This is an optimization exercise on Yosys and OpenROAD, whose aim is small area and a short achievable clock period, not a production implementation. In this exercise RTL edits were held to simulation tests only and were not proved equivalent to the original.

// cordicsqrt
module cordicsqrt (
    input [15:0] N,
    input clk, in_valid,
    output [15:0] sqrt,
    output out_valid
  );
  wire [0:0] v = in_valid;
  wire [3:0] idx = N_q1[15] ? 4'd0 : N_q1[14] ? 4'd1 : N_q1[13] ? 4'd2 : N_q1[12] ? 4'd3 : N_q1[11] ? 4'd4 : N_q1[10] ? 4'd5 : N_q1[9] ? 4'd6 : N_q1[8] ? 4'd7 : N_q1[7] ? 4'd8 : N_q1[6] ? 4'd9 : N_q1[5] ? 4'd10 : N_q1[4] ? 4'd11 : N_q1[3] ? 4'd12 : N_q1[2] ? 4'd13 : N_q1[1] ? 4'd14 : N_q1[0] ? 4'd15 : 4'd0;
  wire [0:0] z = ~|N_q1;
  wire [15:0] nsh = N_q1 << idx;
  wire [12:0] m = nsh[14:2];
  wire [4:0] tag = ~v_q1 ? 5'd17 : z ? 5'd16 : {1'b0,idx};
  wire [12:0] xr0_op_1 = m_q2;
  wire [12:0] xr0_op_2 = m_q2;
  wire [12:0] xr0_op_3 = m_q2;
  wire [12:0] xr0_op_4 = m_q2;
  wire [12:0] xr0_op_5 = m_q2;
  wire [12:0] xr0_op_6 = m_q2;
  wire xr0_ha_7_s = xr0_op_1[10] ^ xr0_op_2[4];
  wire xr0_ha_7_c = xr0_op_1[10] & xr0_op_2[4];
  wire xr0_ha_8_s = xr0_op_1[11] ^ xr0_op_2[5];
  wire xr0_ha_8_c = xr0_op_1[11] & xr0_op_2[5];
  wire xr0_fa_9_s = xr0_op_1[12] ^ xr0_op_2[6] ^ xr0_op_3[4];
  wire xr0_fa_9_c = (xr0_op_1[12] & xr0_op_2[6]) | (xr0_op_1[12] & xr0_op_3[4]) | (xr0_op_2[6] & xr0_op_3[4]);
  wire xr0_ha_10_s = ~xr0_op_4[2] ^ ~xr0_op_5[0];
  wire xr0_ha_10_c = ~xr0_op_4[2] & ~xr0_op_5[0];
  ...
export LEC_CHECK = 0
export CAP_MARGIN = 20
export CORE_MARGIN = 2
export CORE_UTILIZATION = 70
export PLACE_DENSITY = 0.75
export SLEW_MARGIN = 20
create_clock -name core_clock -period 10.0 [get_ports {clk}]
standard.sh (not shown) runs the stock make flow with config.mk's settings and CLKGATE_MAP_FILE= SYNTH_SCRIPT=/design/flow/synth_recipe.tcl, a recipe that flattens the netlist after the stock synthesis.
==> flow/flow/run.sh <==
#!/bin/bash
set -o pipefail
export SETUP_SLACK_MARGIN=${MARGIN:-6.9}
export CTS_ARGS="-sink_clustering_enable -repair_clock_nets -sink_clustering_size ${CSIZE:-20} -sink_clustering_max_diameter ${CDIAM:-80} -dont_use_dummy_load -buf_list {sky130_fd_sc_hd__clkbuf_16}"
bash standard.sh > standard.log 2>&1
Rerun with:
==> flow/flow/run.sh (replaced) <==
#!/bin/bash
set -o pipefail
export SETUP_SLACK_MARGIN=${MARGIN:-6.6}
bash standard.sh > standard.log 2>&1
--- a/flow/config.mk
+++ b/flow/config.mk
@@ -9,4 +9,3 @@
 export CORE_MARGIN = 2
-export CORE_UTILIZATION = 70
-export PLACE_DENSITY = 0.75
+export CORE_UTILIZATION = 40
 export SLEW_MARGIN = 20
Die area grows by well over a third.
Worst setup slack gets worse by 0.13 ns.
Sequential share of layout area shrinks by 1.3 points.
Rerun with:
==> flow/flow/run.sh (replaced) <==
#!/bin/bash
set -o pipefail
export SETUP_SLACK_MARGIN=${MARGIN:-6.9}
export CTS_ARGS="-sink_clustering_enable -repair_clock_nets -sink_clustering_size ${CSIZE:-20} -sink_clustering_max_diameter ${CDIAM:-80} -dont_use_dummy_load -buf_list {sky130_fd_sc_hd__clkbuf_16}"
bash standard.sh > standard.log 2>&1
--- a/flow/config.mk
+++ b/flow/config.mk
@@ -9,3 +9,3 @@
 export CORE_MARGIN = 2
-export CORE_UTILIZATION = 40
+export CORE_UTILIZATION = 60
 export SLEW_MARGIN = 20
Utilization goes up by 20 points.
Cell count fell by 8.9%.
Synthesized cell count stays the same.
Maximum frequency climbs by 5.9%.
Wire length came out lower by 2.9%.

========
## run 1
Another version of the RTL of cordicsqrt (not shown whole).
Size in the first run: about 5100 cells after synthesis, ~770 flip-flops, about 35 I/O pins, roughly 46000 um^2 of cells after synthesis.
clock: 10.0 ns
lec_check: 0
cap_margin: 20
core_margin: 2
core_utilization: 60
slew_margin: 20
==> flow/flow/run.sh <==
#!/bin/bash
set -o pipefail
export SETUP_SLACK_MARGIN=${MARGIN:-7.1}
export CTS_ARGS="-sink_clustering_enable -repair_clock_nets -sink_clustering_size ${CSIZE:-20} -sink_clustering_max_diameter ${CDIAM:-80} -dont_use_dummy_load -buf_list {sky130_fd_sc_hd__clkbuf_16}"
bash standard.sh > standard.log 2>&1
Relative to run 1, the following input files were edited for run 2:
Settings: swapping 20 for 10 in CAP_MARGIN; swapping 20 for 10 in SLEW_MARGIN.
==> flow/flow/run.sh <==
#!/bin/bash
set -o pipefail
export SETUP_SLACK_MARGIN=${MARGIN:-6.9}
export CTS_ARGS="-sink_clustering_enable -repair_clock_nets -sink_clustering_size ${CSIZE:-20} -sink_clustering_max_diameter ${CDIAM:-80} -dont_use_dummy_load -buf_list {sky130_fd_sc_hd__clkbuf_16}"
bash standard.sh > standard.log 2>&1
## What came out
- Run 1 reports its top routing layer in use as met4 while run 2 reports met5.
- Sequential share of cell area: run 2 > run 1
- Per the comparison of run 2 with run 1, slew at the pin closest to its max-slew limit decreased 0.17 ns, first-iteration DRC count decreased 279.
- Going from run 1 to run 2, the clock period minus worst slack was found to have gone down by 0.047 ns.
- Run 2 vs. run 1: buffering overhead went down by 1.8 points; wire length of the first global-routing pass moved down.
- Against run 1, run 2 reports a global-route usage that is lower.
- Looking at wire length across both flows, run 2 is the stronger of the two, with run 1 trailing.
#### Input delta (run 3 over run 2)
Settings: CAP_MARGIN now 20, was 10; SLEW_MARGIN now 20, was 10.
==> flow/flow/run.sh <==
#!/bin/bash
set -o pipefail
export SETUP_SLACK_MARGIN=${MARGIN:-6.9}
export CTS_ARGS="-sink_clustering_enable -repair_clock_nets -sink_clustering_size ${CSIZE:-20} -sink_clustering_max_diameter ${CDIAM:-80} -dont_use_dummy_load -buf_list {sky130_fd_sc_hd__clkbuf_8}"
bash standard.sh > standard.log 2>&1
[summary]
Summary of run 3 over run 2: minimum clock period rose by 0.063 ns, sequential fraction of total cell area rose by 0.33 points, first-iteration DRC count fell by 126, final cycle utilization of the critical path rose by 0.63 points.
Between run 2 and run 3, final design area excluding fillers decreased.
Summary of run 3 over run 2: global-route usage dropped 0.16 points.
Here is what was changed in the inputs of run 4 compared with run 3.
==> flow/flow/run.sh <==
#!/bin/bash
set -o pipefail
export SETUP_SLACK_MARGIN=${MARGIN:-7.1}
export CTS_ARGS="-sink_clustering_enable -repair_clock_nets -sink_clustering_size ${CSIZE:-30} -sink_clustering_max_diameter ${CDIAM:-100} -dont_use_dummy_load -buf_list {sky130_fd_sc_hd__clkbuf_16}"
bash standard.sh > standard.log 2>&1
## What came out
Run 3 has higher slew at the pin with the worst max-slew slack than run 4. Run 4 vs run 3, quantity of gates resized following cts went up by 90%. In the flow results for run 3 and run 4, the aggregate routed wire length is larger on run 4. Fmax | run 4 vs run 3 | run 4 faster. Run 3 reports its highest signal layer in the routed design as met5 while run 4 reports met4. [compare] base=run 3 new=run 4: non-clock buffer count now larger; layout multi-input combinational cell count comparable. Relative to run 3, worst setup slack increased by 0.077 ns in run 4. Per the final summary, run 3 finished and its layout is clean on timing, DRC and antenna. Run 4 reached the final stage; the timing, DRC and antenna checks on its layout passed.
Modified inputs, run 5 compared to run 4
==> flow/flow/run.sh <==
#!/bin/bash
set -o pipefail
export SETUP_SLACK_MARGIN=${MARGIN:-6.9}
export CTS_ARGS="-sink_clustering_enable -repair_clock_nets -sink_clustering_size ${CSIZE:-20} -sink_clustering_max_diameter ${CDIAM:-80} -dont_use_dummy_load -buf_list {sky130_fd_sc_hd__clkbuf_16}"
bash standard.sh > standard.log 2>&1
--- outcome ---
Run 4 vs run 5, uppermost signal routing layer after detailed routing: met4 vs met5
Going from run 4 to run 5, clock edge transition at the registers on the reported setup and hold paths decreased 0.03 ns, worst max-slew margin expressed relative to the limit increased 5.9 points.
Changes in run 6 relative to run 5:
==> flow/flow/run.sh <==
#!/bin/bash
set -o pipefail
export SETUP_SLACK_MARGIN=${MARGIN:-6.7}
export CTS_ARGS="-sink_clustering_enable -repair_clock_nets -sink_clustering_size ${CSIZE:-20} -sink_clustering_max_diameter ${CDIAM:-80} -dont_use_dummy_load -buf_list {sky130_fd_sc_hd__clkbuf_16}"
bash standard.sh > standard.log 2>&1
Results
- Final area (run 6 vs. run 5) decreases slightly
- Between run 6 and run 5, global-route usage over all layers is higher for run 5, run 6 comes in under that.
- On number of instances in the placed design, run 6 tracks run 5 almost exactly.
- Routed length per instance on run 6 is up relative to run 5.
- The number of buffers inserted during clock tree synthesis in run 6 sits 1 above the value recorded for run 5.
- [compare] base=run 5 new=run 6: count of clock-buffer cells in the layout moved up; routed wire length has remained practically unchanged; setup slack shrank by 0.13 ns.
- Run comparison: run 5 top metal layer carrying routed signals met5; run 6 top metal layer carrying routed signals met4
- Re post-placement worst setup slack: run 5 was higher than run 6.

========
RTL: one of the versions met above, not the one the previous note started from.
Size: ~5600 cells after synthesis, about 860 flip-flops, roughly 0.051 mm^2 of cells after synthesis.
## cordicsqrt
module cordicsqrt (
    input [15:0] N,
    input clk, in_valid,
    output [15:0] sqrt,
    output out_valid
  );
  wire [0:0] v = in_valid;
  wire [3:0] idx = N_q1[15] ? 4'd0 : N_q1[14] ? 4'd1 : N_q1[13] ? 4'd2 : N_q1[12] ? 4'd3 : N_q1[11] ? 4'd4 : N_q1[10] ? 4'd5 : N_q1[9] ? 4'd6 : N_q1[8] ? 4'd7 : N_q1[7] ? 4'd8 : N_q1[6] ? 4'd9 : N_q1[5] ? 4'd10 : N_q1[4] ? 4'd11 : N_q1[3] ? 4'd12 : N_q1[2] ? 4'd13 : N_q1[1] ? 4'd14 : N_q1[0] ? 4'd15 : 4'd0;
  wire [0:0] z = ~|N_q1;
  wire [15:0] nsh = N_q1 << idx;
  wire [12:0] m = nsh[14:2];
  wire [4:0] tag = ~v_q1 ? 5'd17 : z ? 5'd16 : {1'b0,idx};
  wire [12:0] xr0_op_1 = m_q2;
  wire [12:0] xr0_op_2 = m_q2;
  wire [12:0] xr0_op_3 = m_q2;
  wire [12:0] xr0_op_4 = m_q2;
  wire [12:0] xr0_op_5 = m_q2;
  wire [12:0] xr0_op_6 = m_q2;
  wire xr0_ha_7_s = xr0_op_1[10] ^ xr0_op_2[4];
  wire xr0_ha_7_c = xr0_op_1[10] & xr0_op_2[4];
  wire xr0_ha_8_s = xr0_op_1[11] ^ xr0_op_2[5];
  wire xr0_ha_8_c = xr0_op_1[11] & xr0_op_2[5];
  wire xr0_fa_9_s = xr0_op_1[12] ^ xr0_op_2[6] ^ xr0_op_3[4];
  wire xr0_fa_9_c = (xr0_op_1[12] & xr0_op_2[6]) | (xr0_op_1[12] & xr0_op_3[4]) | (xr0_op_2[6] & xr0_op_3[4]);
  wire xr0_ha_10_s = ~xr0_op_4[2] ^ ~xr0_op_5[0];
  wire xr0_ha_10_c = ~xr0_op_4[2] & ~xr0_op_5[0];
  wire xr0_fa_11_s = xr0_op_2[7] ^ xr0_op_3[5] ^ ~xr0_op_4[3];
  wire xr0_fa_11_c = (xr0_op_2[7] & xr0_op_3[5]) | (xr0_op_2[7] & ~xr0_op_4[3]) | (xr0_op_3[5] & ~xr0_op_4[3]);
  wire xr0_fa_12_s = xr0_op_2[8] ^ xr0_op_3[6] ^ ~xr0_op_4[4];
  wire xr0_fa_12_c = (xr0_op_2[8] & xr0_op_3[6]) | (xr0_op_2[8] & ~xr0_op_4[4]) | (xr0_op_3[6] & ~xr0_op_4[4]);
  wire xr0_fa_13_s = xr0_op_2[9] ^ xr0_op_3[7] ^ ~xr0_op_4[5];
  wire xr0_fa_13_c = (xr0_op_2[9] & xr0_op_3[7]) | (xr0_op_2[9] & ~xr0_op_4[5]) | (xr0_op_3[7] & ~xr0_op_4[5]);
  wire xr0_fa_14_s = xr0_op_2[10] ^ xr0_op_3[8] ^ ~xr0_op_4[6];
  wire xr0_fa_14_c = (xr0_op_2[10] & xr0_op_3[8]) | (xr0_op_2[10] & ~xr0_op_4[6]) | (xr0_op_3[8] & ~xr0_op_4[6]);
  wire xr0_fa_15_s = xr0_op_2[11] ^ xr0_op_3[9] ^ ~xr0_op_4[7];
  ...
export LEC_CHECK = 0
export CAP_MARGIN = 20
export CORE_MARGIN = 2
export CORE_UTILIZATION = 60
export SLEW_MARGIN = 20
create_clock -name core_clock -period 10.0 [get_ports {clk}]
==> flow/flow/run.sh <==
#!/bin/bash
set -o pipefail
export SETUP_SLACK_MARGIN=${MARGIN:-7.1}
export CTS_ARGS="-sink_clustering_enable -repair_clock_nets -sink_clustering_size ${CSIZE:-20} -sink_clustering_max_diameter ${CDIAM:-80} -dont_use_dummy_load -buf_list {sky130_fd_sc_hd__clkbuf_16}"
bash standard.sh > standard.log 2>&1
Edit:
==> flow/flow/run.sh (replaced) <==
#!/bin/bash
set -o pipefail
export SETUP_SLACK_MARGIN=${MARGIN:-6.6}
export CTS_ARGS="-sink_clustering_enable -repair_clock_nets -sink_clustering_size ${CSIZE:-20} -sink_clustering_max_diameter ${CDIAM:-80} -dont_use_dummy_load -buf_list {sky130_fd_sc_hd__clkbuf_16}"
bash standard.sh > standard.log 2>&1
- worst setup slack degrades by 250 ps
- die area is unchanged
- design area is lower by a few percent
- non-clock buffer count went down by 179
- routed wire length goes down by a few percent
Edit:
==> flow/flow/run.sh (replaced) <==
#!/bin/bash
set -o pipefail
export SETUP_SLACK_MARGIN=${MARGIN:-7.1}
export CTS_ARGS="-sink_clustering_enable -repair_clock_nets -sink_clustering_size ${CSIZE:-30} -sink_clustering_max_diameter ${CDIAM:-120} -dont_use_dummy_load -buf_list {sky130_fd_sc_hd__clkbuf_16}"
bash standard.sh > standard.log 2>&1
ABC_AREA = 1   (was unset)
=>
- The changed run passed the timing, DRC and antenna checks
- final area came out higher by a little under a tenth
- global-route usage came out higher by 2.0 points
- via count came out higher by a few percent
- count of clock-buffer cells in the layout came out lower by 18
- synthesized cell count came out lower slightly
- maximum frequency came out lower by a little under a tenth
- wire length came out higher by about a fifth
- die area came out lower by a few percent

========
== v4 ==
Starting RTL as in the previous note.
clock: 10.0 ns
lec_check: 0
cap_margin: 20
core_margin: 2
core_utilization: 60
cts_buf_list: sky130_fd_sc_hd__clkbuf_8
slew_margin: 20
==> flow/flow/run.sh <==
#!/bin/bash
set -o pipefail
export SETUP_SLACK_MARGIN=${MARGIN:-6.6}
bash standard.sh > standard.log 2>&1
[inputs] v44 vs v4
# v4
export LEC_CHECK = 0
export CAP_MARGIN = 20
export CORE_MARGIN = 2
export CORE_UTILIZATION = 60
export CTS_BUF_LIST = sky130_fd_sc_hd__clkbuf_8
export SLEW_MARGIN = 20
create_clock -name core_clock -period 10.0 [get_ports {clk}]
# v44
export LEC_CHECK = 0
export ABC_AREA = 1
export CAP_MARGIN = 20
export CORE_MARGIN = 2
export CORE_UTILIZATION = 60
export SLEW_MARGIN = 20
create_clock -name core_clock -period 10.0 [get_ports {clk}]
==> flow/flow/run.sh <==
#!/bin/bash
set -o pipefail
export SETUP_SLACK_MARGIN=${MARGIN:-6.9}
export CTS_ARGS="-sink_clustering_enable -repair_clock_nets -sink_clustering_size ${CSIZE:-30} -sink_clustering_max_diameter ${CDIAM:-120} -dont_use_dummy_load -buf_list {sky130_fd_sc_hd__clkbuf_16}"
bash standard.sh > standard.log 2>&1
## What came out
- From v4 to v44 the numbers moved as follows: buffers inserted during post-CTS setup optimization increased by 149 relative to the old numbers, number of well taps decreased by about 1.9% relative to the old numbers.
- The higher instance count on the critical path of v4 and v44 is in v44.
- Of v4 and v44, the run reporting the lower critical-path maximum fanout was v4.
- Higher sequential share of layout area was reported by v44, not v4.
- Taking v44 as 1.0, v4 lands at 1.4 on maximum number of pins on one net before global-route repair.
Here is what was changed in the inputs of v9 compared with v44.
==> flow/flow/run.sh <==
#!/bin/bash
set -o pipefail
export SETUP_SLACK_MARGIN=${MARGIN:-6.9}
export CTS_ARGS="-sink_clustering_enable -repair_clock_nets -sink_clustering_size ${CSIZE:-20} -sink_clustering_max_diameter ${CDIAM:-80} -dont_use_dummy_load -buf_list {sky130_fd_sc_hd__clkbuf_16}"
bash standard.sh > standard.log 2>&1
==> results.txt <==
- v44 and v9 ended up with nearly the same post-route clock period utilization.
- The cell area after layout in v9 was higher than what v44 gave.
- v44 and v9 ended up with nearly the same global-route usage.
- v9 — final critical-path setup slack 12 ps higher, v44 as reference
- Post-detailed-routing wire length: v9 vs v44 up 0.41%
- Non-clock buffer instance count of the final layout (v9 over v44): decrease, 2
- Fraction of area in clock buffers and inverters delta for v9 relative to v44: 0.71 points higher

==> re-timing with driven ports <==
No port has a modelled driver above. Below, the same layouts with a new extraction and two added sets of constraints. Step 1, drivers: a clkbuf_16 drives clk and a buf_2 each remaining input, both assumed. Step 2 times the ports against the registers' clock, not the clock port: input delays grow and output delays shrink by t, the midpoint of the rising clock arrivals with the driver on. a / b / c = ideal / step 1 / step 2; a / b = the first two.
run	t, ns	setup slack, ns	clock arrival spread, ns	worst register clock-pin slew, ns
the first run of note 1	0.678	6.830 / 6.830 / 6.830	0.026 / 0.027	0.09 / 0.09
the second run of note 1	0.758	6.699 / 6.636 / 6.699	0.051 / 0.051	0.07 / 0.07
the third run of note 1	0.677	6.883 / 6.876 / 6.883	0.049 / 0.049	0.09 / 0.09
run 1	0.669	6.862 / 6.862 / 6.862	0.050 / 0.049	0.08 / 0.08
run 2	0.669	6.909 / 6.861 / 6.909	0.065 / 0.065	0.08 / 0.08
run 3	0.728	6.846 / 6.783 / 6.905	0.098 / 0.098	0.12 / 0.12
run 4	0.653	6.923 / 6.903 / 6.923	0.064 / 0.064	0.11 / 0.11
run 5	0.669	6.909 / 6.861 / 6.909	0.065 / 0.065	0.08 / 0.08
run 6	0.649	6.779 / 6.755 / 6.779	0.070 / 0.069	0.09 / 0.09
the first run of note 3	0.691	6.924 / 6.855 / 6.937	0.060 / 0.060	0.09 / 0.09
the second run of note 3	0.686	6.676 / 6.671 / 6.676	0.035 / 0.035	0.08 / 0.08
the third run of note 3	0.639	6.361 / 6.361 / 6.361	0.098 / 0.098	0.12 / 0.12
v4	0.873	6.675 / 6.613 / 6.685	0.067 / 0.067	0.08 / 0.08
v44	0.631	6.195 / 6.195 / 6.195	0.083 / 0.083	0.12 / 0.12
v9	0.662	6.207 / 6.208 / 6.208	0.072 / 0.072	0.09 / 0.09
After both steps every run listed still meets setup and hold.
